This design comes from an exercise in tuning for small area and a short achievable clock period on the open sky130 flow, not from production work. Where RTL was checked, it was by simulation tests only, not by an equivalence proof against the original. No activity file was given, so power comes from the tool's default toggle rates.

oak:
// arbiter_rr
module arbiter_rr #(
    parameter WIDTH = 64
)(
    input               clk,
    input               rst,
    input   [WIDTH-1:0] req,
    output  [WIDTH-1:0] grant
);
Size in the first run: about 340 cells after synthesis, ~6 flip-flops, roughly 130 I/O pins, ~2700 um2 of cells after synthesis.
clock: 6.5 ns
lec_check: 0
cap_margin: 20
core_margin: 2
core_utilization: 40
cts_buf_list: sky130_fd_sc_hd__clkbuf_2
setup_slack_margin: 0.3
slew_margin: 20
synth_hierarchical: 1
synth_minimum_keep_size: 0
standard.sh (not shown) runs the stock make flow with config.mk's settings and CLKGATE_MAP_FILE= SYNTH_SCRIPT=/design/flow/synth_recipe.tcl, a recipe that flattens the netlist after the stock synthesis.
==> flow/flow/run.sh <==
#!/bin/bash
# The standard layout, with three changes: the port buffers are the
# smallest buffer (buf_1) instead of the default; after floorplan every
# logic cell is set to its smallest drive strength (flow/downsize.tcl);
# after placement the cells on the critical paths are sized up again
# (flow/size.tcl).
set -euo pipefail
here=$(pwd)
export BUFFER_PORTS_ARGS="-buffer_cell sky130_fd_sc_hd__buf_1"
export POST_FLOORPLAN_TCL="$here/flow/downsize.tcl"
export POST_RESIZE_TCL="$here/flow/size.tcl"
bash standard.sh > "$here/flow_standard.log" 2>&1
==> flow/flow/downsize.tcl <==
# Hook run after floorplan: set every logic cell to its smallest drive
# strength where that is smaller. Synthesis maps each gate on its own and
# picks stronger cells than the loads need; flow/size.tcl then upsizes
# the cells that timing needs, once the cells are placed.
set db [ord::get_db]
set n 0
foreach inst [[ord::get_db_block] getInsts] {
  set master [$inst getMaster]
  set name [$master getName]
  if {[regexp {^(sky130_fd_sc_hd__[a-z0-9]+)_([0-9]+)$} $name -> base size] && $size > 1} {
    set small [$db findMaster ${base}_1]
    if {$small ne "NULL"
        && [$small getWidth] * [$small getHeight] < [$master getWidth] * [$master getHeight]} {
      $inst swapMaster $small
      incr n
    }
  }
}
puts "downsize: $n cells set to drive strength 1"
==> flow/flow/size.tcl <==
# Hook run after placement and its design repair: give the drivers of the
# high-fanout nets on the request-to-grant paths a stronger cell.
set ::db [ord::get_db]
set ::block [ord::get_db_block]
proc size_driver {net_name size} {
  set net [$::block findNet $net_name]
  if {$net eq "NULL"} { puts "size: no net $net_name"; return }
  foreach iterm [$net getITerms] {
    if {[$iterm isOutputSignal]} {
      set inst [$iterm getInst]
      set name [[$inst getMaster] getName]
      regexp {^(sky130_fd_sc_hd__[a-z0-9]+)_[0-9]+$} $name -> base
      set big [$::db findMaster ${base}_$size]
      if {$big ne "NULL"} {
        $inst swapMaster $big
        puts "size: $net_name driver [$inst getName] $name -> ${base}_$size"
      }
    }
  }
}
foreach g {0 1 2 3 4 5 6 7} {
  size_driver nz$g 4

}
size_driver nhap 4
size_driver nanyg 4
size_driver sp1 2
foreach n {h12 h34 h56} { size_driver $n 2 }
foreach n {sp2 sp3 sp4 sp5 sp6 sp7} { size_driver $n 4 }
foreach n {m12 m34 m56} { size_driver $n 2 }
Having completed the whole flow, oak delivered a layout that passed the timing, design-rule and antenna checks.
diff inputs: oak => pine
diff --git a/flow/flow/size.tcl b/flow/flow/size.tcl
--- a/flow/flow/size.tcl
+++ b/flow/flow/size.tcl
@@ -26,5 +26,13 @@
 size_driver nanyg 4
-size_driver sp1 2
 foreach n {h12 h34 h56} { size_driver $n 2 }
-foreach n {sp2 sp3 sp4 sp5 sp6 sp7} { size_driver $n 4 }
-foreach n {m12 m34 m56} { size_driver $n 2 }
+foreach g {0 1 2 3 4 5 6 7} { size_driver eqm$g 2 }
+foreach n {kr0 kr1 kr2} { size_driver $n 4 }
+# the flip-flops of the pointer row bits drive the row decode
+foreach inst [$::block getInsts] {
+  if {[regexp {^nk\\?\[[345]\\?\]\$_DFF} [$inst getName]]} {
+    set name [[$inst getMaster] getName]
+    regexp {^(sky130_fd_sc_hd__[a-z0-9]+)_[0-9]+$} $name -> base
+    $inst swapMaster [$::db findMaster ${base}_4]
+    puts "size: [$inst getName] $name -> ${base}_4"
+  }
+}
==> run summary <==
- pine completed every stage of the flow, and the final layout passed the timing, design-rule and antenna checks.
- oak reached the final stage; the timing, design-rule and antenna checks on its layout passed.
- Measured against each other, pine and oak differ in sequential cell fraction of total power, the lower figure coming from oak.
- Normalized max-slew margin in pine vs oak: down 13 points
- Critical path launch point = nk[5]: oak; critical path launch point = req[33]: pine
- The final instance area of oak and that of pine are within noise of each other.
The inputs of birch differ from those of pine as listed below.
diff --git a/flow/flow/size.tcl b/flow/flow/size.tcl
--- a/flow/flow/size.tcl
+++ b/flow/flow/size.tcl
@@ -26,3 +26,6 @@
 size_driver nanyg 4
+size_driver sp1 2
 foreach n {h12 h34 h56} { size_driver $n 2 }
+foreach n {sp2 sp3 sp4 sp5 sp6 sp7} { size_driver $n 4 }
+foreach n {m12 m34 m56} { size_driver $n 2 }
 foreach g {0 1 2 3 4 5 6 7} { size_driver eqm$g 2 }
### Flow results
- When the final numbers for pine and birch were put side by side, the utilization turned out to be smaller in pine.
- pine → birch: share of layout cells above drive strength 1 has increased; global-route wire length before repair has increased.
- Looking at length of routed wiring on met1, birch sits 300 um lower than pine does.

---

Another version of the RTL of arbiter_rr (not shown whole).
For scale: roughly 330 cells after synthesis, about 130 I/O pins, about 2700 sq um of cells after synthesis.
==> flow/config.mk <==
export PLATFORM = sky130hd
export DESIGN_NAME = arbiter_rr
export DESIGN_NICKNAME = arbiter_rr
export VERILOG_FILES = /design/flow/design.v
export SDC_FILE = /design/flow/constraint.sdc
export NUM_CORES = 4
export LEC_CHECK = 0
export CAP_MARGIN = 20
export CORE_MARGIN = 2
export CORE_UTILIZATION = 40
export SETUP_SLACK_MARGIN = 0.3
export SLEW_MARGIN = 20
export SYNTH_HIERARCHICAL = 1
export SYNTH_MINIMUM_KEEP_SIZE = 0
==> flow/constraint.sdc <==
create_clock -name core_clock -period 6.5 [get_ports {clk}]
set_input_delay 1.3000 -clock core_clock [delete_from_list [all_inputs] [get_ports {clk}]]
set_output_delay 1.3000 -clock core_clock [all_outputs]
set_load 0.01 [all_outputs]
==> flow/flow/size.tcl <==
# Hook run after placement and its design repair: size cells up (no new
# buffers) on the paths that limit the clock period.
log_cmd repair_timing -setup -setup_margin 2.5 -sequence "sizeup,swap" -skip_last_gasp -verbose
Scripts as last shown in full above: flow/flow/run.sh, flow/flow/downsize.tcl
The baseline passed the timing, design-rule and antenna checks.
Edit:
==> flow/flow/run.sh (replaced) <==
#!/bin/bash
# The standard layout, with two changes: the port buffers are the smallest
# buffer (buf_1) instead of the default, and after floorplan every logic
# cell is set to its smallest drive strength (flow/downsize.tcl).
set -euo pipefail
here=$(pwd)
export BUFFER_PORTS_ARGS="-buffer_cell sky130_fd_sc_hd__buf_1"
export POST_FLOORPLAN_TCL="$here/flow/downsize.tcl"
bash standard.sh > "$here/flow_standard.log" 2>&1
==> flow/flow/downsize.tcl (replaced) <==
# Hook run after floorplan: set every logic cell to its smallest drive
# strength. Synthesis maps each gate on its own and picks stronger cells
# than the loads need; the later repair steps upsize what timing needs.
set db [ord::get_db]
set n 0
foreach inst [[ord::get_db_block] getInsts] {
  set name [[$inst getMaster] getName]
  if {[regexp {^(sky130_fd_sc_hd__[a-z0-9]+)_([0-9]+)$} $name -> base size] && $size > 1} {
    set small [$db findMaster ${base}_1]
    if {$small ne "NULL"} {
      $inst swapMaster $small
      incr n
    }
  }
}
puts "downsize: $n cells set to drive strength 1"
Settings changed: SETUP_SLACK_MARGIN 0.3 to 2.0.
removed: flow/flow/size.tcl
Result:
- power came out higher by about 21%
- clock-buffer cell count stays the same
- worst hold slack gets better by 0.020 ns
- routed wire length came out higher by about 19%
- design area came out higher by 26%
- sequential power came out lower by about 5%
- clock power barely changes
- first-iteration DRC count hardly moves
- die area is unchanged
- setup slack gets better by 0.66 ns
- sequential cell count is unchanged
Edit:
==> flow/flow/run.sh (replaced) <==
#!/bin/bash
# The standard layout, with three changes: the port buffers are the
# smallest buffer (buf_1) instead of the default; after floorplan every
# logic cell is set to its smallest drive strength (flow/downsize.tcl);
# after placement the cells on the critical paths are sized up again
# (flow/size.tcl).
set -euo pipefail
here=$(pwd)
export BUFFER_PORTS_ARGS="-buffer_cell sky130_fd_sc_hd__buf_1"
export POST_FLOORPLAN_TCL="$here/flow/downsize.tcl"
export POST_RESIZE_TCL="$here/flow/size.tcl"
bash standard.sh > "$here/flow_standard.log" 2>&1
--- a/flow/flow/downsize.tcl
+++ b/flow/flow/downsize.tcl
@@ -2,2 +2,3 @@
-# strength. Synthesis maps each gate on its own and picks stronger cells
-# than the loads need; the later repair steps upsize what timing needs.
+# strength where that is smaller. Synthesis maps each gate on its own and
+# picks stronger cells than the loads need; flow/size.tcl then upsizes
+# the cells that timing needs, once the cells are placed.
@@ -7 +8,2 @@
-  set name [[$inst getMaster] getName]
+  set master [$inst getMaster]
+  set name [$master getName]
@@ -10 +12,2 @@
-    if {$small ne "NULL"} {
+    if {$small ne "NULL"
+        && [$small getWidth] * [$small getHeight] < [$master getWidth] * [$master getHeight]} {
==> flow/flow/size.tcl (new file) <==
# Hook run after placement and its design repair: size cells up (no new
# buffers) on the paths that limit the clock period.
log_cmd repair_timing -setup -setup_margin 1.5 -sequence "sizeup,swap" -skip_last_gasp -verbose
Settings changed: SETUP_SLACK_MARGIN 2.0 to 0.3.
Outcome: Clock power barely changes; clock-buffer cell count is unchanged; final area goes down by a quarter to a third; power goes down by about a fifth; global-route usage goes down by 1.4 points.
Edit:
==> flow/flow/run.sh (replaced) <==
#!/bin/bash
# The standard layout, with two changes: the port buffers are the smallest
# buffer (buf_1) instead of the default, and after floorplan every logic
# cell is set to its smallest drive strength (flow/downsize.tcl).
set -euo pipefail
here=$(pwd)
export BUFFER_PORTS_ARGS="-buffer_cell sky130_fd_sc_hd__buf_1"
export POST_FLOORPLAN_TCL="$here/flow/downsize.tcl"
bash standard.sh > "$here/flow_standard.log" 2>&1
==> flow/flow/downsize.tcl (replaced) <==
# Hook run after floorplan: set every logic cell to its smallest drive
# strength. Synthesis maps each gate on its own and picks stronger cells
# than the loads need; the later repair steps upsize what timing needs.
set db [ord::get_db]
set n 0
foreach inst [[ord::get_db_block] getInsts] {
  set name [[$inst getMaster] getName]
  if {[regexp {^(sky130_fd_sc_hd__[a-z0-9]+)_([0-9]+)$} $name -> base size] && $size > 1} {
    set small [$db findMaster ${base}_1]
    if {$small ne "NULL"} {
      $inst swapMaster $small
      incr n
    }
  }
}
puts "downsize: $n cells set to drive strength 1"
removed: flow/flow/size.tcl
Effect:
- routed wire length grows by a few percent
- cell count does not change
- setup slack gets worse by 0.17 ns
- cell area drops slightly
- non-clock buffer count is unchanged
- via count went up slightly
- sequential power came out lower by a little under a tenth
- power shrinks by a few percent
Function was not checked in any run of this note: the RTL went through the layout flow alone.

==> static timing again, ports no longer ideal <==
The flow's constraints put no driver on any port. The routed layouts listed below were extracted and timed again, unchanged, in two steps. Step 1 (the two cells are an assumption about what drives the block):
set clk [get_ports {clk}]
set_driving_cell -lib_cell sky130_fd_sc_hd__clkbuf_16 $clk
set_driving_cell -lib_cell sky130_fd_sc_hd__buf_2 [delete_from_list [all_inputs] $clk]
Step 2 also shifts input and output timing later by t, the mid clock arrival at the registers, as if the neighbouring blocks saw the same clock. Slacks: ideal ports / drivers / drivers and shift; pairs: ideal ports / drivers.
run | shift t [ns] | setup slack, ns | worst data-port slew with drivers (ns) | pins driven straight from the clock port
oak | 0.238 | 1.702 / 1.681 / 1.834 | 0.04 | 1
pine | 0.243 | 1.820 / 1.798 / 1.798 | 0.04 | 1
birch | 0.244 | 1.849 / 1.825 / 1.825 | 0.04 | 1
the first run of note 2 | 0.234 | 1.276 / 1.238 / 1.238 | 0.05 | 1
the second run of note 2 | 0.234 | 1.932 / 1.907 / 1.907 | 0.05 | 1
the third run of note 2 | 0.235 | 1.203 / 1.181 / 1.181 | 0.04 | 1
the fourth run of note 2 | 0.236 | 1.034 / 1.013 / 1.013 | 0.04 | 1
After both steps setup and hold are still met in every run listed. The setup slack of the first run of note 2, which loses most, moves by -0.038 ns with the drivers and by -0.038 ns with both steps.
